From an optimization exercise on the open Yosys and OpenROAD flow, aimed at small area, a short achievable clock period and few clock cycles per item; shortcuts taken in it are not production practice.
Where RTL was checked, it was by simulation tests only, not by an equivalence proof against the original.
For runs 2 to 4, only the layout was checked, not whether the RTL still works.

==> design.v <==
module GCD_full
(
input [31:0] x_i,
input [31:0] y_i,
input calculate_new,
input clk,
input rstn,
output [31:0] data_o,
output data_ready_reg
);
localparam W = 33;
reg         busy;     
reg         fin;      
reg         shl;      
reg  [4:0]  k;        
reg  [W-1:0] a, b;
reg  [31:0] res;
reg         use_b;    
reg         inv;      
wire ao  = a[0];
wire bo  = b[0];
wire run = ~fin & ~shl;
wire m_sub  = run & ao & bo;
wire m_both = run & ~ao & ~bo;
wire [W-1:0] bx = (b & {W{use_b}}) ^ {W{inv}};
wire [W:0]   rc = {a, 1'b1} + {bx, inv};
wire [W-1:0] r  = rc[W:1];
wire rz = &(a[W-1:1] ^ bx[W-1:1]);
wire [1:0] t = m_both ? 2'd0 : r[1] ? 2'd0 : r[2] ? 2'd1 : r[3] ? 2'd2 : 2'd3;
wire [W-1:0] r1 = {r[W-1], r[W-1:1]};
wire [W+2:0] rx = {{3{r[W-1]}}, r1} >> t;
wire [W-1:0] rs = rx[W-1:0];
wire kz    = (k == 5'd0);
wire k31   = (k == 5'd31);
wire done  = busy & ~run & kz;
wire step  = busy & run;
wire start = ~busy & calculate_new;
wire fin_n = step & ((m_sub & rz) | (m_both & k31));
wire shl_n = busy & ~kz & (fin | shl);
reg [W-1:0] a_n, b_n;
always @(*) begin
    if (start)                  a_n = {1'b0, x_i};
    else if (busy & ~run & ~kz) a_n = {r[W-2:0], 1'b0};
    else if (step & ~(ao & ~bo)) a_n = rs;
    else                        a_n = a;
    if (start)                  b_n = {1'b0, y_i};
    else if (step & ~bo)        b_n = {b[W-1], b[W-1:1]};
    else if ((m_sub & (r[W-1] ^ a[W-1])) | (busy & fin)) b_n = a;
    else                        b_n = b;
end
assign data_ready_reg = done;
assign data_o = res;
always @(posedge clk or negedge rstn) begin
    if (!rstn) begin
        busy <= 1'b0;
        fin  <= 1'b0;
        shl  <= 1'b0;
    end else begin
        if (start) busy <= 1'b1;
        else if (done) busy <= 1'b0;
        fin <= fin_n;
        shl <= shl_n;
    end
end
always @(posedge clk) begin
    a <= a_n;
    b <= b_n;
    use_b <= a_n[0] | fin_n;
    inv   <= fin_n ? b_n[W-1] : ~(a_n[W-1] ^ b_n[W-1]);
    if (start) k <= 5'd0;
    else if (busy & ~run & ~kz) k <= k - 5'd1;
    else if (m_both & ~k31 & busy) k <= k + 5'd1;
    if (done) res <= r[31:0];
end
endmodule
==> flow/run.sh <==
#!/bin/bash
# The standard layout, with the port buffers made from the smallest
# plain buffer instead of the delay buffer buffer_ports picks by default.
set -euo pipefail
bash standard.sh "BUFFER_PORTS_ARGS=-buffer_cell sky130_fd_sc_hd__buf_1" finish > standard_flow.log 2>&1
==> standard.sh <==
#!/bin/bash
# synth_recipe.tcl (not shown) runs the flow's synth.tcl, then flattens the netlist and writes it again
# the make line also repeats each setting of config.mk as NAME=value (left out here)
make -C /OpenROAD-flow-scripts/flow DESIGN_CONFIG=/design/flow/config.mk WORK_HOME=/design/flow/orfs CLKGATE_MAP_FILE= SYNTH_SCRIPT=/design/flow/synth_recipe.tcl "${@:-finish}"
==> config.mk <==
export PLATFORM = sky130hd
export DESIGN_NAME = GCD_full
export DESIGN_NICKNAME = GCD_full
export VERILOG_FILES = /design/flow/design.v
export SDC_FILE = /design/flow/constraint.sdc
export NUM_CORES = 4
export LEC_CHECK = 0
export CAP_MARGIN = 20
export CORE_MARGIN = 2
export CORE_UTILIZATION = 50
export SETUP_SLACK_MARGIN = 0.15
export SLEW_MARGIN = 20
==> constraint.sdc <==
create_clock -name core_clock -period 3.6 [get_ports {clk}]
set_input_delay 0.7200 -clock core_clock [delete_from_list [all_inputs] [get_ports {clk}]]
set_output_delay 0.7200 -clock core_clock [all_outputs]
set_load 0.01 [all_outputs]
==> impl_results.md, run 1 <==
* Setup violations, final at 32
* Reg2reg end: b[9]$_DFFE_PP_
* Placed cell count at 1,229
* DP HPWL at 19,400 um
* R2R depth at 14
* Fin crit period at 3.66 ns
* TritonRoute pass-1 iters at 7
* Most area-hungry cell type in the Yosys netlist: edfxtp_1
* Final Util at 66.8%
* Mean Syn Cell Area at 8.90 um^2
* Status: failed layout checks
* Unique masters post-synth at 76
* Area growth from synthesis to layout at 32.1%
* Main flop type after synthesis: edfxtp_1
* CP Capture Point: b[9]$_DFFE_PP_
* Worst Setup SP: use_b$_DFF_P_
* Fin cells at 1,293
* Actual slew at the worst max-slew pin at 0.929 ns
* Root Buffer: clkbuf_16
* Layout check faults: setup timing
* Share of layout cells above drive strength 1 at 23.9%
* CTS tree: yes
* Largest net degree at the start of global routing at 34
* Port Buffer Count at 99
* Hold_ws at 0.141 ns
* H-tree depth at 3
* Final Skew at 0.0117 ns
* Initial DRC count at 837
* Final net count at 1,175
* First-pass GRT wire length at 41,100 um
* Num CTS Buffers at 9
* RSZ-0062 raised after global routing: yes
* Gpl congestion at 0.977
* Antenna violations before repair at 0
* IO Pins at 100
* Post-Synth Simple-Gate Area at 15.1%
* Die width at 130 um
* Xor/xnor share of the synthesized area at 8.33%
* Grt total ovfl at 0
* DRC viols at 0
* Mux cell area share after synthesis at 2.84%
* Top-area cell type share of the netlist area at 35.9%
* Final hold viol count at 0
* Bufs on Longest Clock Path at 2
* Worst r2r src: use_b$_DFF_P_
* Max Slew Vio Count at 0
* Critical Path Fanout Max at 8
* ANT cells at 0
* Max Cap Violations at 0
* Tcrit/Tclk final at 102%
* Routed wire length at 28,700 um
* Compound-Gate Fraction of Synth Area at 24.4%
* Clk sink count at 108
* Register area share after synthesis at 39.4%
* Worst-path clk slew at 0.08 ns
* Reg2Reg Setup Slack at -0.06 ns
* Startpoint Class: register
* Total die area at 16,900 um^2
* Post-synthesis register bit count at 108
* Starting Density at 50.6%
* Antenna Nets Post-Route at 0
* Worst path required time at 3.68 ns
* Largest family of logic cells by synthesized area: compound AO/OA/AOI/OAI gates
* CP Class: reg -> reg
* Post-DR wirelength/cell at 22.2 um
* Max_slew headroom at 38.0%
* Syn. warnings at 1
* Clock latency on the worst-skew pair at 0.36 ns
* Min-delay worst type: in -> async
* Row cnt at 46
* Synth Area in Adders at 5.76%
* Synth top area cells: edfxtp_1, xnor2_1, a21oi_1, ha_1, nand2_1
* Post-synth EDFFs at 95
* Fin worst setup slack at -0.0577 ns
* Crit. End Element: register
* Core area at 15,700 um^2
* Via/cell ratio at 6.19
* Mapped Area at 7940 um^2
* Vias in the first global route at 7,347
* Share of flip-flops with an asynchronous set or reset at 2.78%
* Fmax at 273 MHz
* Syn Inst Count at 893
* GRT Overall Usage at 31.9%
* Post-Syn Nets at 996
* Die Span Y at 130 um
* Crit path DAT at 3.74 ns
* Vias at 8,009
[cells in the final DEF, fill, tap and decap left out, drive strengths merged, types with 7 or more instances in the layout]
| cell | Yosys | final |
|---|---|---|
| buf | 17 | 222 |
| dfxtp | 10 | 10 |
| o22ai | 7 | 7 |
| nand3 | 11 | 11 |
| clkbuf | 42 | 15 |
| mux2i | 18 | 18 |
| edfxtp | 95 | 95 |
| a21oi | 96 | 96 |
| o22a | 9 | 9 |
| xor2 | 11 | 11 |
| o21ai | 76 | 76 |
| nor2 | 98 | 98 |
| a22oi | 12 | 12 |
| nor3 | 12 | 12 |
| o211ai | 7 | 7 |
| a31oi | 17 | 17 |
| xnor2 | 59 | 59 |
| ha | 35 | 35 |
| nand4 | 14 | 14 |
| a21o | 19 | 19 |
| inv | 20 | 22 |
| o221ai | 8 | 8 |
| nand2 | 110 | 110 |
[area by class of cell]
class,count,area (um^2)
Sequential cell,108,3130
Tap cell,216,270
Fill cell,1323,5220
Timing Repair Buffer,227,1600
Clock buffer,11,258
Clock inverter,5,40.0
Multi-Input combinational cell,705,5110
Inverter,21,80.1
[flip-flops by register name (all words and copies together) (netlist names), 5 cells and up]
name	count
b	33
k	5
a	33
res	32
[kinds of logic (layout without fill, tap and decap cells)]
logic type / Yosys count / after routing
flops: 108 / 108
mux: 22 / 22
buf+inv: 80 / 264
xor+xnor: 71 / 71
fa+ha+maj: 36 / 36
simple gates: 276 / 276
compound gates: 300 / 300
[synthesized netlist by cell type, types with 6 or more instances]
| master | count |
|---|---|
| o21ai_0 | 72 |
| edfxtp_1 | 95 |
| o21a_1 | 6 |
| xnor2_1 | 58 |
| nor2_1 | 98 |
| o221ai_1 | 8 |
| a22oi_1 | 12 |
| nand4_1 | 14 |
| a21o_1 | 19 |
| clkbuf_1 | 40 |
| nand2b_1 | 6 |
| dfxtp_1 | 10 |
| xor2_1 | 10 |
| a31oi_1 | 17 |
| nand2_1 | 109 |
| o22a_1 | 9 |
| inv_1 | 20 |
| a21oi_1 | 96 |
| mux2i_1 | 18 |
| o22ai_1 | 7 |
| nand3_1 | 11 |
| buf_2 | 8 |
| ha_1 | 35 |
| nor3_1 | 11 |
[worst min-delay path by stage]
stage,endpoint,cells after the start
after floorplan,busy$_DFFE_PN0P_,0
after global placement,k[4]$_SDFFE_PP0P_,2
after detailed placement,busy$_DFFE_PN0P_,1
after CTS,busy$_DFFE_PN0P_,1
after global routing,shl$_DFF_PN0_,1
final,shl$_DFF_PN0_,1
[per-stage QoR]
step | TNS (ns) | setup slack, ns | area, um^2
5_1_grt | -7.60 | -0.142 | 10500
4_1_cts | 0 | 0.123 | 9640
3_3_place_gp | -0.137 | -0.0110 | 9080
6_report | -1.04 | -0.0577 | 10500
3_5_place_dp | -1.32 | -0.0960 | 9080
2_1_floorplan | 0 | 0.152 | 8050
[per-layer routing]
| layer | part of all wire [%] | vias to the layer above | GRT usage (%) |
|---|---|---|---|
| met2 | 47 | 472 | 52.4 |
| li1 | - | 3633 | - |
| met5 | 0 | - | 0 |
| met1 | 42 | 3813 | 44.7 |
| met3 | 8.1 | 91 | 4.26 |
| met4 | 3.1 | 0 | 8.35 |
[worst max-delay path, cell delays in order (launching register included)]
cell       delay (ns)
dfxtp_4          0.43
clkbuf_16        0.19
nand2_1          0.10
xnor2_2          0.17
ha_4             0.31
nand3_4          0.08
a211oi_4         0.27
o211ai_2         0.20
a2111oi_4        0.52
o41ai_4          0.13
xnor3_1          0.24
o211ai_4         0.22
or2_4            0.19
buf_12           0.14
clkbuf_16        0.16
[what timing repair did]
action                                  in CTS  in global routing
endpoints found under the setup margin      73                 93
buffers inserted                            14                 27
gates cloned                                 2                  5
resized for setup                           22                109
pin swaps                                   16                 47
hold buffers                                 0                  0
Testbench counts, summed over its fixed seeds: cycles 24,109, items 960.
==> inputs of run 2 (changes only) <==
--- a/design.v
+++ b/design.v
@@ -22,13 +22,14 @@
 wire run = ~fin & ~shl;
 wire m_sub  = run & ao & bo;
 wire m_both = run & ~ao & ~bo;
-wire [W-1:0] bx = (b & {W{use_b}}) ^ {W{inv}};
+wire [W-1:0] bx = b ^ {W{inv}};
 wire [W:0]   rc = {a, 1'b1} + {bx, inv};
 wire [W-1:0] r  = rc[W:1];
 wire rz = &(a[W-1:1] ^ bx[W-1:1]);
-wire [1:0] t = m_both ? 2'd0 : r[1] ? 2'd0 : r[2] ? 2'd1 : r[3] ? 2'd2 : 2'd3;
-wire [W-1:0] r1 = {r[W-1], r[W-1:1]};
-wire [W+2:0] rx = {{3{r[W-1]}}, r1} >> t;
+wire [W-1:0] q  = use_b ? r : a;
+wire [1:0] t = m_both ? 2'd0 : q[1] ? 2'd0 : q[2] ? 2'd1 : q[3] ? 2'd2 : 2'd3;
+wire [W-1:0] r1 = {q[W-1], q[W-1:1]};
+wire [W+2:0] rx = {{3{q[W-1]}}, r1} >> t;
 wire [W-1:0] rs = rx[W-1:0];
 wire kz    = (k == 5'd0);
 wire k31   = (k == 5'd31);
==> run.sh (new file) <==
#!/bin/bash
# synth_recipe.tcl (not shown) runs the flow's synth.tcl, then flattens the netlist and writes it again
# the make line also repeats each setting of config.mk as NAME=value (left out here)
make -C /OpenROAD-flow-scripts/flow DESIGN_CONFIG=/design/flow/config.mk WORK_HOME=/design/flow/orfs CLKGATE_MAP_FILE= SYNTH_SCRIPT=/design/flow/synth_recipe.tcl finish
--- a/config.mk
+++ b/config.mk
@@ -7,6 +7,5 @@
 export LEC_CHECK = 0
 export CAP_MARGIN = 20
 export CORE_MARGIN = 2
-export CORE_UTILIZATION = 50
-export SETUP_SLACK_MARGIN = 0.15
+export CORE_UTILIZATION = 40
 export SLEW_MARGIN = 20
removed: flow/run.sh
removed: standard.sh
==> run 2 against run 1 <==
  * Cell count is 15% higher
  * The layout still fails its checks (setup timing)
  * Die area increased by 31%
  * Critical path depth decreased by 2
  * Clock-buffer cell count increased by 1
  * Critical path type unchanged
  * Via count is 8.8% higher
==> impl_results.md, run 2 <==
* Area growth from synthesis to layout at 51.5%
* Unique masters post-synth at 72 (-5.3%)
* Largest regs: a (33), b (33), res (32)
* CP Class: reg -> reg
* Crit. End Element: register
* Clk sink count at 108 (unchanged)
* Design area at 12,700 um^2 (+21%)
* Share of layout cells above drive strength 1 at 33.4% (+9.6 points)
* Cell Area, Placed at 11,200 um^2 (+23%)
* Syn Inst Count at 926 (+3.7%)
* TritonRoute pass-1 iters at 5 (-2)
* Starting Density at 41.1% (-9.5 points)
* Register area share after synthesis at 37.3% (-2.1 points)
* Startpoint Class: register
* CP peak stage delay at 0.54 ns (+0.02 ns)
* H-tree depth at 3 (unchanged)
* CTS tree: yes
* Port Buffer Count at 99 (unchanged)
* Commonest non-fill, non-tap cell in the layout: buf_4
* Row cnt at 52 (+13%)
* Routed wire length at 31,100 um (+8.4%)
* Initial DRC count at 778 (-7.0%)
* Worst-path cell chain: buf_12 > xor2_1 > ha_1 > buf_6 > a41o_1 > o211ai_2 > a2111oi_4 > or4b_4 > and3_4 > or2_4 > mux4_2 > a211o_1
* Commonest non-fill, non-tap cells in the layout: buf_4, nor2_1, clkdlybuf4s50_1
* DRC viols at 0 (unchanged)
* Vias in the first global route at 8,480 (+15%)
* Worst-path clk slew at 0.08 ns (about the same)
* Max Cap Violations at 0 (unchanged)
* Final hold viol count at 0 (unchanged)
* Mean Syn Cell Area at 9.06 um^2 (+1.8%)
* Total die area at 22,100 um^2 (+31%)
* Syn. warnings at 1 (unchanged)
* Antenna violations before repair at 0 (unchanged)
* Fin crit period at 3.76 ns (+0.104 ns)
* Fin worst setup slack at -0.161 ns (-0.104 ns)
* Gpl congestion at 0.960 (-1.7%)
* Post-synthesis register bit count at 108 (unchanged)
* Setup violations, final at 70 (+120%)
* Root Buffer: clkbuf_16
* Antenna Nets Post-Route at 0 (unchanged)
* Count leader, synth: nor2_1
* Actual slew at the worst max-slew pin at 0.720 ns (-0.209 ns)
* Die Span Y at 149 um (+14%)
* Post-DR wirelength/cell at 20.8 um (-6.0%)
* Share of flip-flops with an asynchronous set or reset at 2.78% (unchanged)
* Synth top area cells: edfxtp_1, nor2_1, ha_1, xor2_1, a221oi_1
* DP HPWL at 22,600 um (+16%)
* Final net count at 1,319 (+12%)
* GRT Overall Usage at 27.4% (-4.5 points)
* Final Skew at 0.00724 ns (-0.00443 ns)
* Post-Syn Nets at 1,029 (+3.3%)
* IO Pins at 100 (unchanged)
* Status: failed layout checks
* Grt total ovfl at 0 (unchanged)
* Worst path slowest cell: or4b_4
* Bufs on Longest Clock Path at 2 (unchanged)
* Num CTS Buffers at 9 (unchanged)
* RSZ-0062 raised after global routing: yes
* Setup slack at placement at -0.252 ns (-0.156 ns)
* Fmax at 266 MHz (-2.8%)
* Clock latency on the worst-skew pair at 0.37 ns (about the same)
* Min-delay worst type: in -> async
* Main flop type after synthesis: edfxtp_1
* Mapped Area at 8390 um^2 (+5.6%)
* Via/cell ratio at 5.85 (-5.6%)
* Vias at 8,716 (+8.8%)
* Max_slew headroom at 51.9% (+14 points)
* Synth cell count leaders: nor2_1, edfxtp_1, nand2_1, a21oi_1, clkbuf_1
* Worst path required time at 3.72 ns (+0.04 ns)
* Max Slew Vio Count at 0 (unchanged)
* ANT cells at 0 (unchanged)
* Crit path DAT at 3.88 ns (+0.14 ns)
* Layout check faults: setup timing
* Largest net degree at the start of global routing at 36 (+5.9%)
* Core area at 20,400 um^2 (+30%)
* Tcrit/Tclk final at 104% (+2.9 points)
* Top-area cell type share of the netlist area at 34.0% (-1.9 points)
* Die width at 149 um (+14%)
* Most area-hungry cell type in the Yosys netlist: edfxtp_1
* Critical Path Fanout Max at 14 (+6)
* Post-synth EDFFs at 95 (unchanged)
* First-pass GRT wire length at 47,000 um (+14%)
[run 2: cell count changes after synthesis, sizes merged, moves of 15 or more]
cell    delta
mux4      +16
nor2      +43
a21oi     -33
nand2     -25
nand3     +15
xnor2     -43
o21ai     -42
a221oi    +42
xor2      +37
[run 2: path summary, 6_finish.rpt]
check	from	end	slack (ns)	depth (start not counted)
min in group core_clock	k[4]$_SDFFE_PP0P_	k[4]$_SDFFE_PP0P_	0.55	2
max reg2reg	inv$_DFF_P_	a[28]$_DFFE_PP_	-0.16	12
max in group asynchronous	rstn	busy$_DFFE_PN0P_	2.94	1
max	inv$_DFF_P_	a[28]$_DFFE_PP_	-0.16	12
min	rstn	fin$_DFF_PN0_	0.52	1
min reg2reg	k[4]$_SDFFE_PP0P_	k[4]$_SDFFE_PP0P_	0.55	2
[run 2: cell type report]
| type | count | area (um^2) |
|---|---|---|
| Timing Repair Buffer | 346 | 3090 |
| Tap cell | 270 | 338 |
| Sequential cell | 108 | 3130 |
| Clock inverter | 4 | 28.8 |
| Inverter | 19 | 71.3 |
| Multi-Input combinational cell | 732 | 5780 |
| Clock buffer | 12 | 272 |
| Fill cell | 1750 | 7720 |
[run 2: metrics by stage]
| stage | utilization, % | cells | hold WS [ns] | TNS [ns] |
|---|---|---|---|---|
| detailed placement | 54.7 | 1442 | 0.534 | -4.37 |
| CTS | 58.1 | 1470 | 0.515 | -4.06 |
| floorplan | - | 926 | 0.424 | -0.253 |
| global placement | 54.7 | 1442 | 0.520 | -1.83 |
| global route | 62.2 | 1491 | 0.527 | -10.90 |
| finish | 62.2 | 1491 | 0.521 | -4.42 |
[run 2: cells by family after synthesis]
logic type | share of synthesized area (%)
and+or+nand+nor | 18.0
AOI/OAI and AO/OA | 22.5
DFF | 37.3
buffers and inverters | 4.03
xor gates and xnor gates | 6.68
adders and majority gates | 5.46
muxes | 6.04
[run 2: worst max-delay path, delay by kind of cell (launching register included)]
family                   cells  cell delay (ns)
AND/OR/NAND/NOR              3             0.94
AO/OA/AOI/OAI                4             0.90
multiplexers                 1             0.45
flip-flops                   1             0.37
adder cells (fa/ha/maj)      1             0.37
buffers and inverters        2             0.31
XOR/XNOR                     1             0.16
[run 2: per-layer routing]
metal	up-vias	part of all wire, %	GRT usage (%)
met5	-	0	0
met1	4224	44	37.8
met4	0	2.2	10.1
met3	45	6.9	3.73
li1	4111	-	-
met2	336	47	44.2
[run 2: repair_timing]
| item | CTS | global route |
|---|---|---|
| endpoints found under the setup margin | 83 | 97 |
| resized for setup | 57 | 111 |
| hold buffers | 0 | 0 |
| gates cloned | 2 | 3 |
| setup buffers | 10 | 18 |
| pin swaps | 17 | 42 |
==> inputs of run 3 (changes only) <==
--- a/design.v
+++ b/design.v
@@ -22,14 +22,14 @@
 wire run = ~fin & ~shl;
 wire m_sub  = run & ao & bo;
 wire m_both = run & ~ao & ~bo;
-wire [W-1:0] bx = b ^ {W{inv}};
-wire [W:0]   rc = {a, 1'b1} + {bx, inv};
-wire [W-1:0] r  = rc[W:1];
+wire [W-1:0] bx = (b & {W{use_b}}) ^ {W{inv}};
+wire [W:0]   lo  = {1'b0, a[W-2:0], 1'b1} + {1'b0, bx[W-2:0], inv};
+wire         c32 = lo[W];             
+wire [W-1:0] r   = {a[W-1] ^ bx[W-1] ^ c32, lo[W-1:1]};
 wire rz = &(a[W-1:1] ^ bx[W-1:1]);
-wire [W-1:0] q  = use_b ? r : a;
-wire [1:0] t = m_both ? 2'd0 : q[1] ? 2'd0 : q[2] ? 2'd1 : q[3] ? 2'd2 : 2'd3;
-wire [W-1:0] r1 = {q[W-1], q[W-1:1]};
-wire [W+2:0] rx = {{3{q[W-1]}}, r1} >> t;
+wire [1:0] t = m_both ? 2'd0 : r[1] ? 2'd0 : r[2] ? 2'd1 : r[3] ? 2'd2 : 2'd3;
+wire [W-1:0] r1 = {r[W-1], r[W-1:1]};
+wire [W+2:0] rx = {{3{r[W-1]}}, r1} >> t;
 wire [W-1:0] rs = rx[W-1:0];
 wire kz    = (k == 5'd0);
 wire k31   = (k == 5'd31);
@@ -46,7 +46,7 @@
     else                        a_n = a;
     if (start)                  b_n = {1'b0, y_i};
     else if (step & ~bo)        b_n = {b[W-1], b[W-1:1]};
-    else if ((m_sub & (r[W-1] ^ a[W-1])) | (busy & fin)) b_n = a;
+    else if ((m_sub & (bx[W-1] ^ c32)) | (busy & fin)) b_n = a;
     else                        b_n = b;
 end
 assign data_ready_reg = done;
==> run 3 against run 2 <==
  * The run now finishes clean
  * Global-route usage decreased by 3.0 points
  * Flip-flop and latch count stayed put
  * Critical endpoint is now a[23]$_DFFE_PP_
  * First-iteration DRC count down 14%
==> impl_results.md, run 3 <==
* Status: timing/DRC/antenna clean
* Post-synthesis register bit count at 108 (unchanged)
* Share of layout cells above drive strength 1 at 18.5% (-15 points)
* # fillers at 1,896 (+8.3%)
* Final hold viol count at 0 (unchanged)
* Unique masters post-synth at 79 (+9.7%)
* Commonest non-fill, non-tap cells in the layout: nor2_1, clkdlybuf4s50_1, edfxtp_1
* Final Skew at 0.00919 ns (+0.00195 ns)
* Total die area at 21,300 um^2 (-3.6%)
* Mean Syn Cell Area at 9.32 um^2 (+2.8%)
* Worst r2r src: use_b$_DFF_P_
* Clk sink count at 108 (unchanged)
* Crit. End Element: register
* Fmax at 288 MHz (+8.3%)
* IO Pins at 100 (unchanged)
* Critical Path Fanout Max at 18 (+4)
* Register area share after synthesis at 38.7% (+1.4 points)
* Design area at 10,300 um^2 (-19%)
* Cell Area, Placed at 9860 um^2 (-12%)
* Fin worst setup slack at 0.128 ns (+0.290 ns)
* DRC viols at 0 (unchanged)
* DP HPWL at 19,700 um (-13%)
* Post-DR wirelength/cell at 20.7 um (-0.73%)
* Startpoint Class: register
* Routed wire length at 26,400 um (-15%)
* Largest net degree at the start of global routing at 34 (-5.6%)
* Area of the multi-input gates at 4810 um^2 (-17%)
* Antenna violations before repair at 0 (unchanged)
* Bufs on Longest Clock Path at 2 (unchanged)
* Largest regs: a (33), b (33), res (32)
* Min-delay worst type: in -> async
* Fin cells at 1,277 (-14%)
* Row cnt at 51 (-1.9%)
* Initial DRC count at 666 (-14%)
* Setup violations, final at 0 (-100%)
* Synth cell count leaders: nor2_1, edfxtp_1, nand2_1, a21oi_1, xnor2_1
* Synth top area cells: edfxtp_1, nor2_1, a221oi_2, xnor2_1, ha_1
* Core area at 19,700 um^2 (-3.8%)
* TNS Setup at 0 ns (+4.42 ns)
* Post-Syn Nets at 970 (-5.7%)
* Most area-hungry cell type in the Yosys netlist: edfxtp_1
* Worst path required time at 3.72 ns (about the same)
* Vias in the first global route at 7,099 (-16%)
* Commonest non-fill, non-tap cell in the layout: nor2_1
* Mapped Area at 8080 um^2 (-3.7%)
* Worst Setup SP: use_b$_DFF_P_
* Starting Density at 41.1% (about the same)
* Gpl congestion at 0.952 (-0.86%)
* Fin crit period at 3.47 ns (-0.290 ns)
* Die width at 146 um (-1.8%)
* Top-area cell type share of the netlist area at 35.3% (+1.3 points)
* Die Span Y at 146 um (-1.8%)
* Hold_ws at 0.533 ns (+0.0124 ns)
* Count leader, synth: nor2_1
* Grt total ovfl at 0 (unchanged)
* Final net count at 1,110 (-16%)
* Final Util at 52.4% (-9.8 points)
* Area growth from synthesis to layout at 27.5%
* Root Buffer: clkbuf_16
* TritonRoute pass-1 iters at 5 (unchanged)
* Num CTS Buffers at 9 (unchanged)
* GRT Overall Usage at 24.4% (-3.0 points)
* Vias at 7,329 (-16%)
* Reg area at 3130 um^2 (about the same)
* ANT cells at 0 (unchanged)
* Syn. warnings at 1 (unchanged)
* Share of flip-flops with an asynchronous set or reset at 2.78% (unchanged)
* CTS tree: yes
* Max Slew Vio Count at 0 (unchanged)
* Max_slew headroom at 56.1% (+4.1 points)
* Max Cap Violations at 0 (unchanged)
* Setup slack at placement at 0.0255 ns (+0.277 ns)
* Syn Inst Count at 867 (-6.4%)
* Post-synth EDFFs at 95 (unchanged)
* H-tree depth at 3 (unchanged)
* Tcrit/Tclk final at 96.4% (-8.0 points)
* Placed cell count at 1,260 (-13%)
* Worst-path clk slew at 0.07 ns (about the same)
* CTS Hold Bufs at 0 (unchanged)
* Via/cell ratio at 5.74 (-1.8%)
* RSZ-0062 raised after global routing: no
* Actual slew at the worst max-slew pin at 0.658 ns (-0.0620 ns)
* Main flop type after synthesis: edfxtp_1
* Clock latency on the worst-skew pair at 0.37 ns (about the same)
* First-pass GRT wire length at 40,500 um (-14%)
* CP Class: reg -> reg
* Port Buffer Count at 99 (unchanged)
* Crit path DAT at 3.59 ns (-0.29 ns)
* Antenna Nets Post-Route at 0 (unchanged)
-- run 3: cell count changes after synthesis, sizes merged, moves of 12 or more --
cell / delta
mux4: -16
o21ai: +12
xor2: -31
xnor2: +35
buf: +13
clkbuf: -27
-- run 3: path summary, 6_finish.rpt --
kind                              endpoint  slack (ns)  cells past startpoint
setup / recovery           a[23]$_DFFE_PP_        0.13                     14
hold / removal               shl$_DFF_PN0_        0.53                      1
setup reg to reg           a[23]$_DFFE_PP_        0.13                     14
hold reg to reg              b[32]$_DFF_P_        0.53                      2
max in group asynchronous    fin$_DFF_PN0_        2.92                      1
min in group core_clock      b[32]$_DFF_P_        0.53                      2
-- run 3: timing repair --
item | in CTS | in global routing
endpoints found under the setup margin | 0 | 78
hold endpoints to repair | 0 | 0
setup buffers | 0 | 1
resized for setup | 0 | 35
-- run 3: cell type report --
| class | count | share of cell area (%) |
|---|---|---|
| Multi-Input combinational cell | 684 | 46.7 |
| Sequential cell | 108 | 30.4 |
| Timing Repair Buffer | 182 | 16.3 |
| Tap cell | 265 | 3.22 |
| Clock buffer | 9 | 2.19 |
| Inverter | 22 | 0.802 |
| Clock inverter | 7 | 0.474 |
-- run 3: critical path: stages (launching register included) --
cell and delay (ns):
dfxtp_2 0.37, buf_12 0.15, nand2_1 0.07, xnor2_1 0.14, ha_2 0.40, nand2_1 0.16, o21ai_0 0.43, a21oi_2 0.13
and4bb_4 0.43, nor2_2 0.06, o21ai_1 0.21, xnor2_2 0.17, inv_1 0.12, a22o_1 0.21, o22a_1 0.16
-- run 3: kinds of logic after synthesis --
| kind of cell | Yosys count | synth area share (%) |
|---|---|---|
| AND/OR/NAND/NOR | 301 | 17.0 |
| AO/OA/AOI/OAI | 260 | 24.7 |
| flip-flops | 108 | 38.7 |
| buffers and inverters | 75 | 4.03 |
| XOR/XNOR | 68 | 7.56 |
| adder cells (fa/ha/maj) | 36 | 5.67 |
| multiplexers | 19 | 2.37 |
-- run 3: metal layers --
metal	up-vias	GRT usage [%]	share of wire, %
li1	3509	-	-
met1	3517	33.7	46
met2	262	39.5	47
met3	41	3.44	5.2
met4	0	8.54	2.6
met5	-	0	0
==> inputs of run 4 (changes only) <==
==> flow/run.sh (new file) <==
#!/bin/bash
# The standard layout, with the port buffers made from the smallest
# plain buffer instead of the delay buffer buffer_ports picks by default,
# and ORFS's power recovery (downsizing gates off the critical paths) on.
set -euo pipefail
bash standard.sh "BUFFER_PORTS_ARGS=-buffer_cell sky130_fd_sc_hd__buf_1" RECOVER_POWER=100 finish > standard_flow.log 2>&1
==> standard.sh (new file) <==
#!/bin/bash
# synth_recipe.tcl (not shown) runs the flow's synth.tcl, then flattens the netlist and writes it again
# the make line also repeats each setting of config.mk as NAME=value (left out here)
make -C /OpenROAD-flow-scripts/flow DESIGN_CONFIG=/design/flow/config.mk WORK_HOME=/design/flow/orfs CLKGATE_MAP_FILE= SYNTH_SCRIPT=/design/flow/synth_recipe.tcl "${@:-finish}"
--- a/config.mk
+++ b/config.mk
@@ -7,5 +7,6 @@
 export LEC_CHECK = 0
 export CAP_MARGIN = 20
 export CORE_MARGIN = 2
-export CORE_UTILIZATION = 40
+export CORE_UTILIZATION = 45
+export SETUP_SLACK_MARGIN = 0.2
 export SLEW_MARGIN = 20
removed: run.sh
==> run 4 against run 3 <==
  * Core utilization up 6.2 points
  * Design area down 0.84%
  * Wire length up 1.4%
  * Worst setup slack worse by 0.0015 ns
  * Clock-buffer cell count up 3
  * Synthesized area unchanged
  * Maximum frequency about the same
  * Flip-flop and latch count unchanged
  * Via count up 3.6%
  * Synthesized cell count unchanged
==> impl_results.md, run 4 <==
* Gpl congestion at 0.942 (-0.97%)
* Synth cell count leaders: nor2_1, edfxtp_1, nand2_1, a21oi_1, xnor2_1
* Max_slew headroom at 7.18% (-49 points)
* Cell Area, Placed at 9220 um^2 (-6.5%)
* ANT cells at 0 (unchanged)
* Worst-path clk slew at 0.08 ns (about the same)
* Fin cells at 1,268 (-0.70%)
* Row cnt at 48 (-5.9%)
* Die width at 138 um (-5.6%)
* Crit. End Element: register
* Core area at 17,400 um^2 (-11%)
* Final net count at 1,141 (+2.8%)
* Syn. warnings at 1 (unchanged)
* TNS Setup at 0 ns (unchanged)
* Vias at 7,594 (+3.6%)
* Root Buffer: clkbuf_16
* Register area share after synthesis at 38.7% (unchanged)
* # fillers at 1,605 (-15%)
* Post-DR wirelength/cell at 21.1 um (+2.1%)
* Commonest non-fill, non-tap cell in the layout: nor2_1
* Largest net degree at the start of global routing at 38 (+12%)
* Share of layout cells above drive strength 1 at 23.4% (+4.9 points)
* Worst-path cell chain: buf_12 > buf_16 > nand2_2 > xnor2_1 > ha_1 > buf_6 > a21o_1 > a21oi_2 > xor2_1 > inv_2 > o21ai_4 > buf_12 > mux2i_2 > nand2_1 > a32oi_1 > a21oi_1
* Total die area at 19,000 um^2 (-11%)
* Worst path slowest cell: dfxtp_4
* Post-synth EDFFs at 95 (unchanged)
* RSZ-0062 raised after global routing: yes
* Met1 global-route usage at 39.7% (+6.0 points)
* Placed cell count at 1,219 (-3.3%)
* Met3 Track Usage GR at 4.79% (+1.4 points)
* Cell family with most CP delay: compound AO/OA/AOI/OAI gates
* Fmax at 288 MHz (about the same)
* Status: timing/DRC/antenna clean
* Bufs on Longest Clock Path at 2 (unchanged)
* CP peak stage delay at 0.40 ns (-0.03 ns)
* Actual slew at the worst max-slew pin at 1.39 ns (+0.734 ns)
* DRC viols at 0 (unchanged)
* TritonRoute pass-1 iters at 6 (+1)
* Port Buffer Count at 99 (unchanged)
* Fin crit period at 3.47 ns (+0.00153 ns)
* Vias in the first global route at 7,219 (+1.7%)
* Routed wire length at 26,800 um (+1.4%)
* Syn Inst Count at 867 (unchanged)
* Top Usage Layer GRT: met2
* Design area at 10,200 um^2 (-0.84%)
* Tcrit/Tclk final at 96.5% (about the same)
* Share of flip-flops with an asynchronous set or reset at 2.78% (unchanged)
* Post-synthesis register bit count at 108 (unchanged)
* Grt total ovfl at 0 (unchanged)
* Post-Syn Nets at 970 (unchanged)
* Startpoint Class: register
* Initial DRC count at 727 (+9.2%)
* Final hold viol count at 0 (unchanged)
* Unique masters post-synth at 79 (unchanged)
* Most area-hungry cell type in the Yosys netlist: edfxtp_1
* Setup violations, final at 0 (unchanged)
* Commonest non-fill, non-tap cells in the layout: nor2_1, buf_1, edfxtp_1
* Antenna Nets Post-Route at 0 (unchanged)
* GR Util met2 at 45.3% (+5.8 points)
* First-pass GRT wire length at 40,800 um (+0.61%)
* Mean Syn Cell Area at 9.32 um^2 (unchanged)
* CTS tree: yes
* Starting Density at 46.4% (+5.3 points)
* Max Slew Vio Count at 0 (unchanged)
* Worst path required time at 3.71 ns (about the same)
* Clk sink count at 108 (unchanged)
* Crit path DAT at 3.58 ns (about the same)
* GRT Overall Usage at 28.5% (+4.1 points)
* Die Span Y at 138 um (-5.6%)
* Max Cap Violations at 0 (unchanged)
* Largest regs: a (33), b (33), res (32)
* Top-area cell type share of the netlist area at 35.3% (unchanged)
* Worst path bufs/invs at 5 (+3)
* Area growth from synthesis to layout at 26.5%
* Count leader, synth: nor2_1
* Via/cell ratio at 5.99 (+4.4%)
* Antenna violations before repair at 0 (unchanged)
* Synth top area cells: edfxtp_1, nor2_1, a221oi_2, xnor2_1, ha_1
* Min-delay worst type: in -> async
* Main flop type after synthesis: edfxtp_1
* CP Class: reg -> reg
* Critical Path Fanout Max at 8 (-10)
* DP HPWL at 19,400 um (-1.6%)
* H-tree depth at 3 (unchanged)
* Num CTS Buffers at 9 (unchanged)
* Mapped Area at 8080 um^2 (unchanged)
* IO Pins at 100 (unchanged)
* Clock latency on the worst-skew pair at 0.37 ns (about the same)
* Final Skew at 0.0110 ns (+0.00180 ns)
* Most used cell, CP: buf_12
run 4: cell counts after synthesis:
Identical to the previous run, type by type.
run 4: metrics by stage:
step | hold WS (ns) | util [%] | setup WS, ns
finish | 0.142 | 58.6 | 0.127
global route | 0.147 | 58.6 | -0.00386
CTS | 0.150 | 56.5 | 0.119
detailed placement | 0.529 | 52.9 | -0.0606
global placement | 0.523 | 52.9 | -0.0599
floorplan | 0.424 | - | 0.235
run 4: kinds of logic (layout without fill, tap and decap cells):
kind of cell / count (synthesis) / after routing / share of synthesized area (%)
fa+ha+maj: 36 / 36 / 5.67
simple gates: 301 / 301 / 17.0
compound gates: 260 / 260 / 24.7
xor+xnor: 68 / 68 / 7.56
flops: 108 / 108 / 38.7
mux: 19 / 19 / 2.37
buf+inv: 75 / 251 / 4.03
run 4: final timing paths:
path / slack [ns] / start / endpoint / depth (start not counted)
worst min-delay path: 0.14 / rstn / busy$_DFFE_PN0P_ / 1
max in group asynchronous: 3.30 / rstn / fin$_DFF_PN0_ / 1
min in group core_clock: 0.55 / k[4]$_SDFFE_PP0P_ / k[4]$_SDFFE_PP0P_ / 2
worst max register to register: 0.13 / use_b$_DFF_P_ / a[7]$_DFFE_PP_ / 16
worst max-delay path: 0.13 / use_b$_DFF_P_ / a[7]$_DFFE_PP_ / 16
worst min register to register: 0.55 / k[4]$_SDFFE_PP0P_ / k[4]$_SDFFE_PP0P_ / 2
run 4: cell type report:
type	count	area, um^2	area share (%)
clock inverters	4	30.0	0.294
flip-flops and latches	108	3130	30.7
multi-input cells	684	5030	49.3
inverters	22	82.6	0.809
clock buffers	12	267	2.61
repair buffers	213	1390	13.6
well taps	225	282	2.76
run 4: repair_timing:
| action | CTS | global route |
|---|---|---|
| setup buffers | 11 | 20 |
| resized for setup | 46 | 57 |
| pin swaps | 20 | 23 |
| cloned | 1 | 1 |
| hold buffers | 0 | 0 |
| endpoints found under the setup margin | 89 | 95 |
run 4: routing by layer:
layer	vias up	part of all wire, %
li1	3579	-
met1	3626	45
met2	333	46
met3	56	6.3
met4	0	2.6
met5	-	0
==> inputs of run 5 (changes only) <==
--- a/design.v
+++ b/design.v
@@ -23,9 +23,8 @@
 wire m_sub  = run & ao & bo;
 wire m_both = run & ~ao & ~bo;
 wire [W-1:0] bx = (b & {W{use_b}}) ^ {W{inv}};
-wire [W:0]   lo  = {1'b0, a[W-2:0], 1'b1} + {1'b0, bx[W-2:0], inv};
-wire         c32 = lo[W];             
-wire [W-1:0] r   = {a[W-1] ^ bx[W-1] ^ c32, lo[W-1:1]};
+wire [W:0]   rc = {a, 1'b1} + {bx, inv};
+wire [W-1:0] r  = rc[W:1];
 wire rz = &(a[W-1:1] ^ bx[W-1:1]);
 wire [1:0] t = m_both ? 2'd0 : r[1] ? 2'd0 : r[2] ? 2'd1 : r[3] ? 2'd2 : 2'd3;
 wire [W-1:0] r1 = {r[W-1], r[W-1:1]};
@@ -46,7 +45,7 @@
     else                        a_n = a;
     if (start)                  b_n = {1'b0, y_i};
     else if (step & ~bo)        b_n = {b[W-1], b[W-1:1]};
-    else if ((m_sub & (bx[W-1] ^ c32)) | (busy & fin)) b_n = a;
+    else if ((m_sub & (r[W-1] ^ a[W-1])) | (busy & fin)) b_n = a;
     else                        b_n = b;
 end
 assign data_ready_reg = done;
--- a/config.mk
+++ b/config.mk
@@ -8,5 +8,5 @@
 export CAP_MARGIN = 20
 export CORE_MARGIN = 2
 export CORE_UTILIZATION = 45
-export SETUP_SLACK_MARGIN = 0.2
+export SETUP_SLACK_MARGIN = 0.25
 export SLEW_MARGIN = 20
==> run 5 against run 4 <==
  * Via count grew 1.9%
  * Still clean on timing, DRC and antenna
  * Non-clock buffer count increased by 13
  * Sequential share of layout area grew 0.48 points
  * Critical path depth decreased by 2
  * Clock-buffer cell count is 2 lower
  * Register-to-register slack got worse by 0.02 ns
  * Design area decreased by 1.5%
  * Largest cell class unchanged
  * Wire length is 0.21% higher
  * Die area decreased by 1.6%
  * Cell count increased by 2.6%
  * Core utilization is 0.50 points lower
==> impl_results.md, run 5 <==
* Mux cell area share after synthesis at 2.84% (+0.46 points)
* Crit. End Element: register
* Register area share after synthesis at 39.4% (+0.65 points)
* Synth top area cells: edfxtp_1, xnor2_1, a21oi_1, ha_1, nand2_1
* Tcrit/Tclk final at 97.0% (+0.51 points)
* Post-synth EDFFs at 95 (unchanged)
* CP Class: reg -> reg
* Clock latency on the worst-skew pair at 0.37 ns (about the same)
* Root Buffer: clkbuf_16
* Largest net degree at the start of global routing at 34 (-11%)
* IO Pins at 100 (unchanged)
* Max_slew headroom at 30.3% (+23 points)
* Area growth from synthesis to layout at 26.6%
* DRC viols at 0 (unchanged)
* Synth cell count leaders: nand2_1, nor2_1, a21oi_1, edfxtp_1, o21ai_0
* Routed wire length at 26,800 um (+0.21%)
* Share of layout cells above drive strength 1 at 19.8% (-3.6 points)
* H-tree depth at 3 (unchanged)
* Total die area at 18,700 um^2 (-1.6%)
* Starting Density at 45.9% (-0.44 points)
* Synth Area in Adders at 5.76% (+0.095 points)
* Syn. warnings at 1 (unchanged)
* Worst-path clk slew at 0.08 ns (about the same)
* Bufs on Longest Clock Path at 2 (unchanged)
* Grt total ovfl at 0 (unchanged)
* Antenna violations before repair at 0 (unchanged)
* Clk sink count at 108 (unchanged)
* Count leader, synth: nand2_1
* Main flop type after synthesis: edfxtp_1
* Area of the multi-input gates at 4820 um^2 (-4.3%)
* Actual slew at the worst max-slew pin at 1.05 ns (-0.346 ns)
* Fmax at 286 MHz (-0.52%)
* Post-synthesis register bit count at 108 (unchanged)
* Final hold viol count at 0 (unchanged)
* Port Buffer Count at 99 (unchanged)
* Setup violations, final at 0 (unchanged)
* Commonest non-fill, non-tap cells in the layout: nand2_1, buf_4, buf_1
* Xor/xnor share of the synthesized area at 8.33% (+0.77 points)
* Initial DRC count at 737 (+1.4%)
* Share of flip-flops with an asynchronous set or reset at 2.78% (unchanged)
* Status: timing/DRC/antenna clean
* Min-delay worst type: in -> async
* Final Skew at 0.0129 ns (+0.00190 ns)
* Hold_ws at 0.155 ns (+0.0132 ns)
* Via/cell ratio at 5.95 (-0.64%)
* Reg area at 3130 um^2 (unchanged)
* Largest regs: a (33), b (33), res (32)
* CTS tree: yes
* Vias at 7,742 (+1.9%)
* Gpl congestion at 0.953 (+1.1%)
* Top-area cell type share of the netlist area at 35.9% (+0.59 points)
* Commonest non-fill, non-tap cell in the layout: nand2_1
* Crit path DAT at 3.61 ns (+0.03 ns)
* Critical Path Fanout Max at 8 (unchanged)
* Core area at 17,300 um^2 (-0.69%)
* First-pass GRT wire length at 40,800 um (+0.10%)
* Die width at 137 um (-0.80%)
* CTS Hold Bufs at 0 (unchanged)
* TNS Setup at 0 ns (unchanged)
* Num CTS Buffers at 9 (unchanged)
* Final Util at 58.1% (-0.50 points)
* # fillers at 1,600 (-0.31%)
* Post-Synth Simple-Gate Area at 15.1% (-1.9 points)
* Syn Inst Count at 893 (+3.0%)
* Fin crit period at 3.49 ns (+0.0183 ns)
* Mapped Area at 7940 um^2 (-1.6%)
* Post-DR wirelength/cell at 20.6 um (-2.3%)
* TritonRoute pass-1 iters at 5 (-1)
* DP HPWL at 19,200 um (-1.1%)
* Largest family of logic cells by synthesized area: compound AO/OA/AOI/OAI gates
* Max Slew Vio Count at 0 (unchanged)
* Vias in the first global route at 7,389 (+2.4%)
* Worst path required time at 3.72 ns (about the same)
* Die Span Y at 137 um (-0.80%)
* Antenna Nets Post-Route at 0 (unchanged)
* Mean Syn Cell Area at 8.90 um^2 (-4.5%)
* Startpoint Class: register
* Compound-Gate Fraction of Synth Area at 24.4% (-0.28 points)
* Most area-hungry cell type in the Yosys netlist: edfxtp_1
* Unique masters post-synth at 76 (-3.8%)
* Row cnt at 48 (unchanged)
* Max Cap Violations at 0 (unchanged)
* Post-Syn Nets at 996 (+2.7%)
* GRT Overall Usage at 28.8% (+0.28 points)
* Final net count at 1,174 (+2.9%)
* RSZ-0062 raised after global routing: yes
* ANT cells at 0 (unchanged)
==> run 5: stage by stage <==
step                cell area (um^2)  std cells  setup WS (ns)
floorplan                       8080        893          0.175
global placement                9150       1248       -0.00114
detailed placement              9150       1248        -0.0606
CTS                             9680       1283          0.164
global route                   10100       1301       0.000450
finish                         10100       1301          0.108
==> run 5: critical path: stages (launching register included) <==
cell      delay, ns
dfxtp_4        0.40
buf_12         0.14
nand2_1        0.06
xnor2_1        0.12
ha_1           0.37
nor2b_1        0.19
a221oi_1       0.33
o311a_1        0.26
inv_1          0.13
a21boi_2       0.19
clkbuf_2       0.25
nor2_1         0.06
a211oi_1       0.28
a211oi_1       0.14
a221o_1        0.31
==> run 5: path summary, 6_finish.rpt <==
check,start,end,slack [ns],cells after the start
max,use_b$_DFF_P_,a[4]$_DFFE_PP_,0.11,14
min,rstn,busy$_DFFE_PN0P_,0.16,1
max reg2reg,use_b$_DFF_P_,a[4]$_DFFE_PP_,0.11,14
min reg2reg,k[4]$_SDFFE_PP0P_,k[4]$_SDFFE_PP0P_,0.55,2
max in group asynchronous,rstn,fin$_DFF_PN0_,3.28,1
min in group core_clock,k[4]$_SDFFE_PP0P_,k[4]$_SDFFE_PP0P_,0.55,2
==> run 5: cell type report <==
class,instances,area share (%)
Inverter,21,0.809
Timing Repair Buffer,226,14.7
Clock buffer,10,2.28
Sequential cell,108,31.2
Tap cell,225,2.80
Multi-Input combinational cell,705,47.9
Clock inverter,6,0.411
==> run 5: logic make-up (layout without fill, tap and decap cells) <==
logic type,after synthesis,after routing
AO/OA/AOI/OAI,300,300
XOR/XNOR,71,71
adder cells (fa/ha/maj),36,36
buffers and inverters,80,263
flip-flops,108,108
multiplexers,22,22
AND/OR/NAND/NOR,276,276
==> run 5: timing repair <==
item | CTS | global route
cloned | 2 | 1
endpoints found under the setup margin | 90 | 98
buffers inserted | 17 | 17
resized for setup | 23 | 67
pin swaps | 16 | 35
==> run 5: metal layers <==
layer  track usage [%]  vias up  part of all wire [%]
met4              10.6        0                   3.1
met1              41.1     3688                    45
met3              4.26       55                   7.6
met2              44.2      355                    44
met5                 0        -                     0
li1                  -     3644                     -
Testbench counts of run 5, summed over its fixed seeds: cycles 24,109, items 960.
==> inputs of run 6 (changes only) <==
==> config.mk (replaced) <==
export PLATFORM = sky130hd
export DESIGN_NAME = GCD_full
export DESIGN_NICKNAME = GCD_full
export VERILOG_FILES = /design/flow/design.v
export SDC_FILE = /design/flow/constraint.sdc
export NUM_CORES = 4
export LEC_CHECK = 0
export CAP_MARGIN = 10
export CORE_MARGIN = 2
export CORE_UTILIZATION = 45
export SETUP_SLACK_MARGIN = 0.15
export SLEW_MARGIN = 10
==> run 6 against run 5 <==
  * The layout now fails its checks (capacitance limit, slew limit)
  * Worst setup slack better by 0.047 ns
  * Critical path depth decreased by 1
  * Via count decreased by 0.88%
  * Register-to-register slack better by 0.05 ns
  * Non-clock buffer count is 25 lower
  * Flip-flop and latch count stayed put
==> impl_results.md, run 6 <==
* Gpl congestion at 0.954 (+0.15%)
* Tcrit/Tclk final at 95.7% (-1.3 points)
* Core area at 17,300 um^2 (unchanged)
* Status: failed layout checks
* Via/cell ratio at 6.01 (+1.1%)
* # fillers at 1,611 (+0.69%)
* Post-Syn Nets at 996 (unchanged)
* Clock latency on the worst-skew pair at 0.37 ns (about the same)
* R2R depth at 13 (-1)
* Unique masters post-synth at 76 (unchanged)
* WP depth at 13 (-1)
* Worst-path clk slew at 0.07 ns (about the same)
* Mean Syn Cell Area at 8.90 um^2 (unchanged)
* Row cnt at 48 (unchanged)
* Vias at 7,674 (-0.88%)
* Actual slew at the worst max-slew pin at 2.13 ns (+1.08 ns)
* Initial DRC count at 884 (+20%)
* Num CTS Buffers at 9 (unchanged)
* First-pass GRT wire length at 40,100 um (-1.9%)
* Commonest non-fill, non-tap cell in the layout: nand2_1
* Worst r2r src: use_b$_DFF_P_
* H-tree depth at 3 (unchanged)
* Min-delay worst type: in -> async
* Final hold viol count at 0 (unchanged)
* Most used cell, CP: o21ai_0
* Total die area at 18,700 um^2 (unchanged)
* Max_slew headroom at -41.8% (-72 points)
* Area growth from synthesis to layout at 25.2%
* TritonRoute pass-1 iters at 6 (+1)
* CP Class: reg -> reg
* Largest regs: a (33), b (33), res (32)
* Port Buffer Count at 99 (unchanged)
* GRT Overall Usage at 28.3% (-0.52 points)
* Antenna violations before repair at 1 (+1)
* Root Buffer: clkbuf_16
* Fin crit period at 3.44 ns (-0.0471 ns)
* Crit path DAT at 3.63 ns (+0.02 ns)
* Fmax at 290 MHz (+1.4%)
* Vias in the first global route at 7,231 (-2.1%)
* DP HPWL at 18,900 um (-1.6%)
* Worst path bufs/invs at 1 (-2)
* Worst path slowest cell: xor2_1
* Die Span Y at 137 um (unchanged)
* Synth cell count leaders: nand2_1, nor2_1, a21oi_1, edfxtp_1, o21ai_0
* Post-DR wirelength/cell at 20.9 um (+1.4%)
* Top-area cell type share of the netlist area at 35.9% (unchanged)
* Share of layout cells above drive strength 1 at 18.3% (-1.5 points)
* Syn Inst Count at 893 (unchanged)
* CP peak stage delay at 0.49 ns (+0.09 ns)
* Most area-hungry cell type in the Yosys netlist: edfxtp_1
* Routed wire length at 26,700 um (-0.57%)
* Antenna Nets Post-Route at 0 (unchanged)
* Commonest non-fill, non-tap cells in the layout: nand2_1, buf_1, edfxtp_1
* Worst Setup SP: use_b$_DFF_P_
* CTS tree: yes
* Register area share after synthesis at 39.4% (unchanged)
* Worst path required time at 3.79 ns (+0.07 ns)
* Grt total ovfl at 0 (unchanged)
* CTS Hold Bufs at 0 (unchanged)
* Final Skew at 0.00729 ns (-0.00560 ns)
* GR Util met2 at 45.2% (+0.94 points)
* Largest net degree at the start of global routing at 34 (unchanged)
* Synth top area cells: edfxtp_1, xnor2_1, a21oi_1, ha_1, nand2_1
* Count leader, synth: nand2_1
* Post-synthesis register bit count at 108 (unchanged)
* RSZ-0062 raised after global routing: yes
* Main flop type after synthesis: edfxtp_1
* Reg2Reg Setup Slack at 0.16 ns (+0.05 ns)
* DRC viols at 0 (unchanged)
* Final Util at 57.5% (-0.63 points)
* CP Capture Point: a[6]$_DFFE_PP_
* Critical Path Fanout Max at 9 (+1)
* Crit. End Element: register
* Bufs on Longest Clock Path at 2 (unchanged)
* Starting Density at 45.9% (unchanged)
* Max Cap Violations at 1 (+1)
* Setup violations, final at 0 (unchanged)
* Final net count at 1,149 (-2.1%)
* Met3 Track Usage GR at 4.89% (+0.63 points)
* IO Pins at 100 (unchanged)
* Clk sink count at 108 (unchanged)
* Layout check faults: capacitance limit, slew limit
* Mapped Area at 7940 um^2 (unchanged)
* Share of flip-flops with an asynchronous set or reset at 2.78% (unchanged)
* Met1 global-route usage at 39.9% (-1.2 points)
* Reg2reg end: a[6]$_DFFE_PP_
* Worst-path cell chain: clkbuf_16 > nand2_1 > xnor2_1 > ha_2 > a21oi_1 > o21ai_0 > o31ai_1 > o21ai_0 > xor2_1 > mux2_2 > nor2_1 > o22a_1 > o21ai_0
* Startpoint Class: register
* Top Usage Layer GRT: met2
* Post-synth EDFFs at 95 (unchanged)
* Die width at 137 um (unchanged)
* Cell family with most CP delay: compound AO/OA/AOI/OAI gates
* ANT cells at 0 (unchanged)
* Syn. warnings at 1 (unchanged)
* Max Slew Vio Count at 34 (+34)
run 6: cell count changes in the layout (fill, tap and decap cells not counted), sizes merged:
cell,previous run,this run
clkbuf,19,18
bufbuf,0,1
clkinvlp,2,1
buf,217,195
clkinv,4,2
run 6: cells by family after synthesis:
| group | after synthesis | synth area share [%] |
|---|---|---|
| compound gates | 300 | 24.4 |
| mux | 22 | 2.84 |
| buf+inv | 80 | 4.22 |
| fa+ha+maj | 36 | 5.76 |
| xor+xnor | 71 | 8.33 |
| simple gates | 276 | 15.1 |
| flops | 108 | 39.4 |
run 6: final cells by class:
type	count	area, um^2	area share [%]
Sequential cell	108	3130	31.5
Multi-Input combinational cell	705	4880	49.1
Clock inverter	3	21.3	0.214
Inverter	21	81.3	0.818
Tap cell	225	282	2.83
Clock buffer	13	262	2.63
Timing Repair Buffer	201	1290	12.9
run 6: worst min path at each step:
stage	from	to	slack, ns	cells past startpoint
floorplan	rstn	busy$_DFFE_PN0P_	0.42	0
global placement	k[4]$_SDFFE_PP0P_	k[4]$_SDFFE_PP0P_	0.52	2
detailed placement	k[4]$_SDFFE_PP0P_	k[4]$_SDFFE_PP0P_	0.53	2
CTS	rstn	busy$_DFFE_PN0P_	0.17	1
global route	rstn	fin$_DFF_PN0_	0.17	1
finish	rstn	shl$_DFF_PN0_	0.18	1
run 6: timing repair:
action | 4_1_cts | 5_1_grt
gates resized for setup | 16 | 76
buffers inserted | 4 | 13
pin swaps | 7 | 52
cloned | 2 | 1
setup endpoints to repair | 78 | 94
run 6: worst reg2reg max path: cells and delay by family (launching register included):
kind	cells	cell delay (ns)
muxes	1	0.32
DFF	1	0.40
buffers and inverters	1	0.17
and+or+nand+nor	2	0.13
xor gates and xnor gates	2	0.66
adders and majority gates	1	0.33
AOI/OAI and AO/OA	6	1.26
run 6: metal layers:
layer	wire length [um]	share of wire (%)
met1	11900	45
met2	12100	45
met3	1910	7.2
met4	743	2.8
met5	0	0
run 6: through the flow:
stage | TNS (ns) | instance area [um^2] | setup slack, ns | hold WS, ns | std cells
floorplan | 0 | 8050 | 0.152 | 0.424 | 893
global placement | 0 | 9070 | 0.0407 | 0.518 | 1240
detailed placement | -0.0359 | 9070 | -0.0250 | 0.529 | 1240
CTS | 0 | 9480 | 0.139 | 0.172 | 1262
global route | -0.00392 | 9950 | -0.00392 | 0.167 | 1276
finish | 0 | 9950 | 0.155 | 0.177 | 1276
==> inputs of run 7 (changes only) <==
==> config.mk (replaced) <==
export PLATFORM = sky130hd
export DESIGN_NAME = GCD_full
export DESIGN_NICKNAME = GCD_full
export VERILOG_FILES = /design/flow/design.v
export SDC_FILE = /design/flow/constraint.sdc
export NUM_CORES = 4
export LEC_CHECK = 0
export CAP_MARGIN = 20
export CORE_MARGIN = 2
export CORE_UTILIZATION = 50
export SETUP_SLACK_MARGIN = 0.2
export SLEW_MARGIN = 20
==> run 7 against run 6 <==
  * Fails layout checks on setup timing
  * Clock skew grew 0.0047 ns
  * Clock-buffer cell count shrank 1
  * Synthesized area is the same
  * First-iteration DRC count shrank 20%
  * Sequential share of layout area shrank 1.2 points
  * Worst setup slack lost 0.16 ns
  * Wire length grew 4.1%
  * Critical endpoint is now b[16]$_DFFE_PP_
==> impl_results.md, run 7 <==
* Status: failed layout checks
* Layout check faults: setup timing
* Mean Syn Cell Area at 8.90 um^2 (unchanged)
* Worst-path cell chain: buf_6 > nand2_2 > xnor2_2 > ha_1 > nand3_2 > a211oi_4 > o211ai_2 > a2111oi_4 > o41ai_2 > xnor3_1 > o211ai_4 > buf_12 > buf_8 > o21ai_0 > a21oi_1
* Row cnt at 46 (-4.2%)
* Total die area at 16,900 um^2 (-9.7%)
* Metal-1 WL at 12,000 um (+0.77%)
* Top-area cell type share of the netlist area at 35.9% (unchanged)
* TNS Setup at -0.0255 ns (-0.0255 ns)
* Bufs on Longest Clock Path at 2 (unchanged)
* Antenna Nets Post-Route at 0 (unchanged)
* Root Buffer: clkbuf_16
* Vias at 7,834 (+2.1%)
* IO Pins at 100 (unchanged)
* Max Cap Violations at 0 (-1)
* Clock latency on the worst-skew pair at 0.37 ns (about the same)
* Routed wire length at 27,800 um (+4.1%)
* CP peak stage delay at 0.47 ns (-0.02 ns)
* ANT cells at 0 (unchanged)
* Crit path DAT at 3.82 ns (+0.19 ns)
* Worst path bufs/invs at 3 (+2)
* DP HPWL at 19,000 um (+0.65%)
* GRT Overall Usage at 31.9% (+3.6 points)
* Mapped Area at 7940 um^2 (unchanged)
* Initial DRC count at 705 (-20%)
* Metal2 WL at 13,100 um (+7.8%)
* Commonest non-fill, non-tap cell in the layout: buf_4
* Syn Inst Count at 893 (unchanged)
* Critical Path Fanout Max at 7 (-2)
* Max layer used: met4
* Tcrit/Tclk final at 100% (+4.6 points)
* Area growth from synthesis to layout at 30.5%
* Die Span Y at 130 um (-5.0%)
* Crit. End Element: register
* Max_slew headroom at 37.3% (+79 points)
* Antenna violations before repair at 0 (-1)
* Actual slew at the worst max-slew pin at 0.938 ns (-1.19 ns)
* TritonRoute pass-1 iters at 5 (-1)
* Met3 wire length at 2080 um (+8.9%)
* Worst-path clk slew at 0.07 ns (about the same)
* Fin crit period at 3.61 ns (+0.164 ns)
* CP Class: reg -> reg
* Hold_ws at 0.143 ns (-0.0345 ns)
* Largest net degree at the start of global routing at 36 (+5.9%)
* Synth top area cells: edfxtp_1, xnor2_1, a21oi_1, ha_1, nand2_1
* Syn. warnings at 1 (unchanged)
* Unique masters post-synth at 76 (unchanged)
* Share of layout cells above drive strength 1 at 23.2% (+5.0 points)
* Final Util at 66.0% (+8.5 points)
* Design area at 10,400 um^2 (+4.2%)
* Grt total ovfl at 0 (unchanged)
* Cell family with most CP delay: compound AO/OA/AOI/OAI gates
* Via/cell ratio at 6.04 (+0.43%)
* Commonest non-fill, non-tap cells in the layout: buf_4, buf_1, nand2_1
* Post-synth EDFFs at 95 (unchanged)
* RSZ-0062 raised after global routing: yes
* # fillers at 1,312 (-19%)
* DRC viols at 0 (unchanged)
* Register area share after synthesis at 39.4% (unchanged)
* Most area-hungry cell type in the Yosys netlist: edfxtp_1
* H-tree depth at 3 (unchanged)
* CTS Hold Bufs at 0 (unchanged)
* Post-Syn Nets at 996 (unchanged)
* Final net count at 1,179 (+2.6%)
* Fmax at 277 MHz (-4.6%)
* Fin worst setup slack at -0.00880 ns (-0.164 ns)
* Worst path required time at 3.81 ns (+0.02 ns)
* CTS tree: yes
* Final Skew at 0.0120 ns (+0.00475 ns)
* Cell Area, Placed at 9040 um^2 (-0.34%)
* Post-DR wirelength/cell at 21.4 um (+2.4%)
* Synth cell count leaders: nand2_1, nor2_1, a21oi_1, edfxtp_1, o21ai_0
* Port Buffer Count at 99 (unchanged)
* Min-delay worst type: in -> async
* Clk sink count at 108 (unchanged)
* Starting Density at 50.6% (+4.6 points)
* Startpoint Class: register
* Count leader, synth: nand2_1
* Die width at 130 um (-5.0%)
* Post-synthesis register bit count at 108 (unchanged)
* Core area at 15,700 um^2 (-9.2%)
* First-pass GRT wire length at 41,000 um (+2.3%)
* Vias in the first global route at 7,493 (+3.6%)
* Setup violations, final at 4 (+4)
* Num CTS Buffers at 9 (unchanged)
* Main flop type after synthesis: edfxtp_1
* Max Slew Vio Count at 0 (-100%)
* Gpl congestion at 0.989 (+3.6%)
* Share of flip-flops with an asynchronous set or reset at 2.78% (unchanged)
* Final hold viol count at 0 (unchanged)
* Largest regs: a (33), b (33), res (32)
* Worst path slowest cell: a2111oi_4
-- run 7: layout make-up --
type | count | area [um^2] | share of cell area (%)
timing repair buffer | 231 | 1590 | 15.3
clock buffer | 12 | 246 | 2.38
clock inverter | 4 | 27.5 | 0.266
inverter | 21 | 80.1 | 0.772
sequential | 108 | 3140 | 30.2
multi-input combinational | 705 | 5020 | 48.4
tap | 216 | 270 | 2.61
-- run 7: worst paths after layout --
kind	from	to	slack, ns	cells past startpoint
max	use_b$_DFF_P_	b[16]$_DFFE_PP_	-0.009	15
min	rstn	fin$_DFF_PN0_	0.14	1
max reg2reg	use_b$_DFF_P_	b[16]$_DFFE_PP_	-0.009	15
min reg2reg	k[1]$_SDFFE_PP0P_	k[1]$_SDFFE_PP0P_	0.57	2
max in group asynchronous	rstn	shl$_DFF_PN0_	3.31	1
min in group core_clock	k[1]$_SDFFE_PP0P_	k[1]$_SDFFE_PP0P_	0.57	2
-- run 7: kinds of logic after synthesis --
logic type | share of synthesized area, %
mux | 2.84
buf+inv | 4.22
fa+ha+maj | 5.76
simple gates | 15.1
flops | 39.4
xor+xnor | 8.33
compound gates | 24.4
-- run 7: timing repair --
| action | in CTS | in global routing |
|---|---|---|
| gates cloned | 3 | 2 |
| gates resized for setup | 50 | 74 |
| setup endpoints to repair | 90 | 93 |
| setup buffers | 31 | 20 |
| pin swaps | 40 | 56 |
-- run 7: metal layers --
metal | GRT usage, % | vias up
li1 | - | 3651
met4 | 12.0 | 0
met3 | 4.55 | 52
met1 | 43.8 | 3734
met2 | 51.4 | 397
met5 | 0 | -
-- run 7: through the flow --
| step | setup WS [ns] | std cells |
|---|---|---|
| after CTS | 0.127 | 1275 |
| after global routing | -0.104 | 1297 |
| after floorplan | 0.175 | 893 |
| after global placement | -0.128 | 1225 |
| after detailed placement | -0.229 | 1225 |
| final | -0.00880 | 1297 |
-- run 7: worst register-to-register path, delay by kind of cell (launching register included) --
kind            cells  cell delay (ns)
flops               1             0.45
fa+ha+maj           1             0.34
simple gates        2             0.19
xor+xnor            2             0.38
compound gates      7             1.63
buf+inv             3             0.47

## port drivers added, routing unchanged
Ports are ideal in the flow. The routed layouts listed here were re-timed in OpenROAD.
Step 1 (the two cells are an assumption about what drives the block):
set clk [get_ports {clk}]
set_driving_cell -lib_cell sky130_fd_sc_hd__clkbuf_16 $clk
set_driving_cell -lib_cell sky130_fd_sc_hd__buf_2 [delete_from_list [all_inputs] $clk]
Step 2 adds t to the input delays and takes it off the output delays; t is the mean of the earliest and latest rising clock arrival at the registers after step 1. Input paths then give back, and output paths get back, about the clock's delay inside the block.
Three values: no drivers, after step 1, after step 2; two values: the first two.
| run | t (ns) | setup WS [ns] | pins driven straight from the clock port |
|---|---|---|---|
| run 1 | 0.404 | -0.058 / -0.058 / -0.058 | 1 |
| run 2 | 0.410 | -0.161 / -0.161 / -0.161 | 1 |
| run 3 | 0.410 | 0.128 / 0.128 / 0.128 | 1 |
| run 4 | 0.412 | 0.127 / 0.127 / 0.127 | 1 |
| run 5 | 0.402 | 0.108 / 0.108 / 0.108 | 1 |
| run 6 | 0.405 | 0.155 / 0.155 / 0.155 | 1 |
| run 7 | 0.403 | -0.009 / -0.009 / -0.009 | 1 |
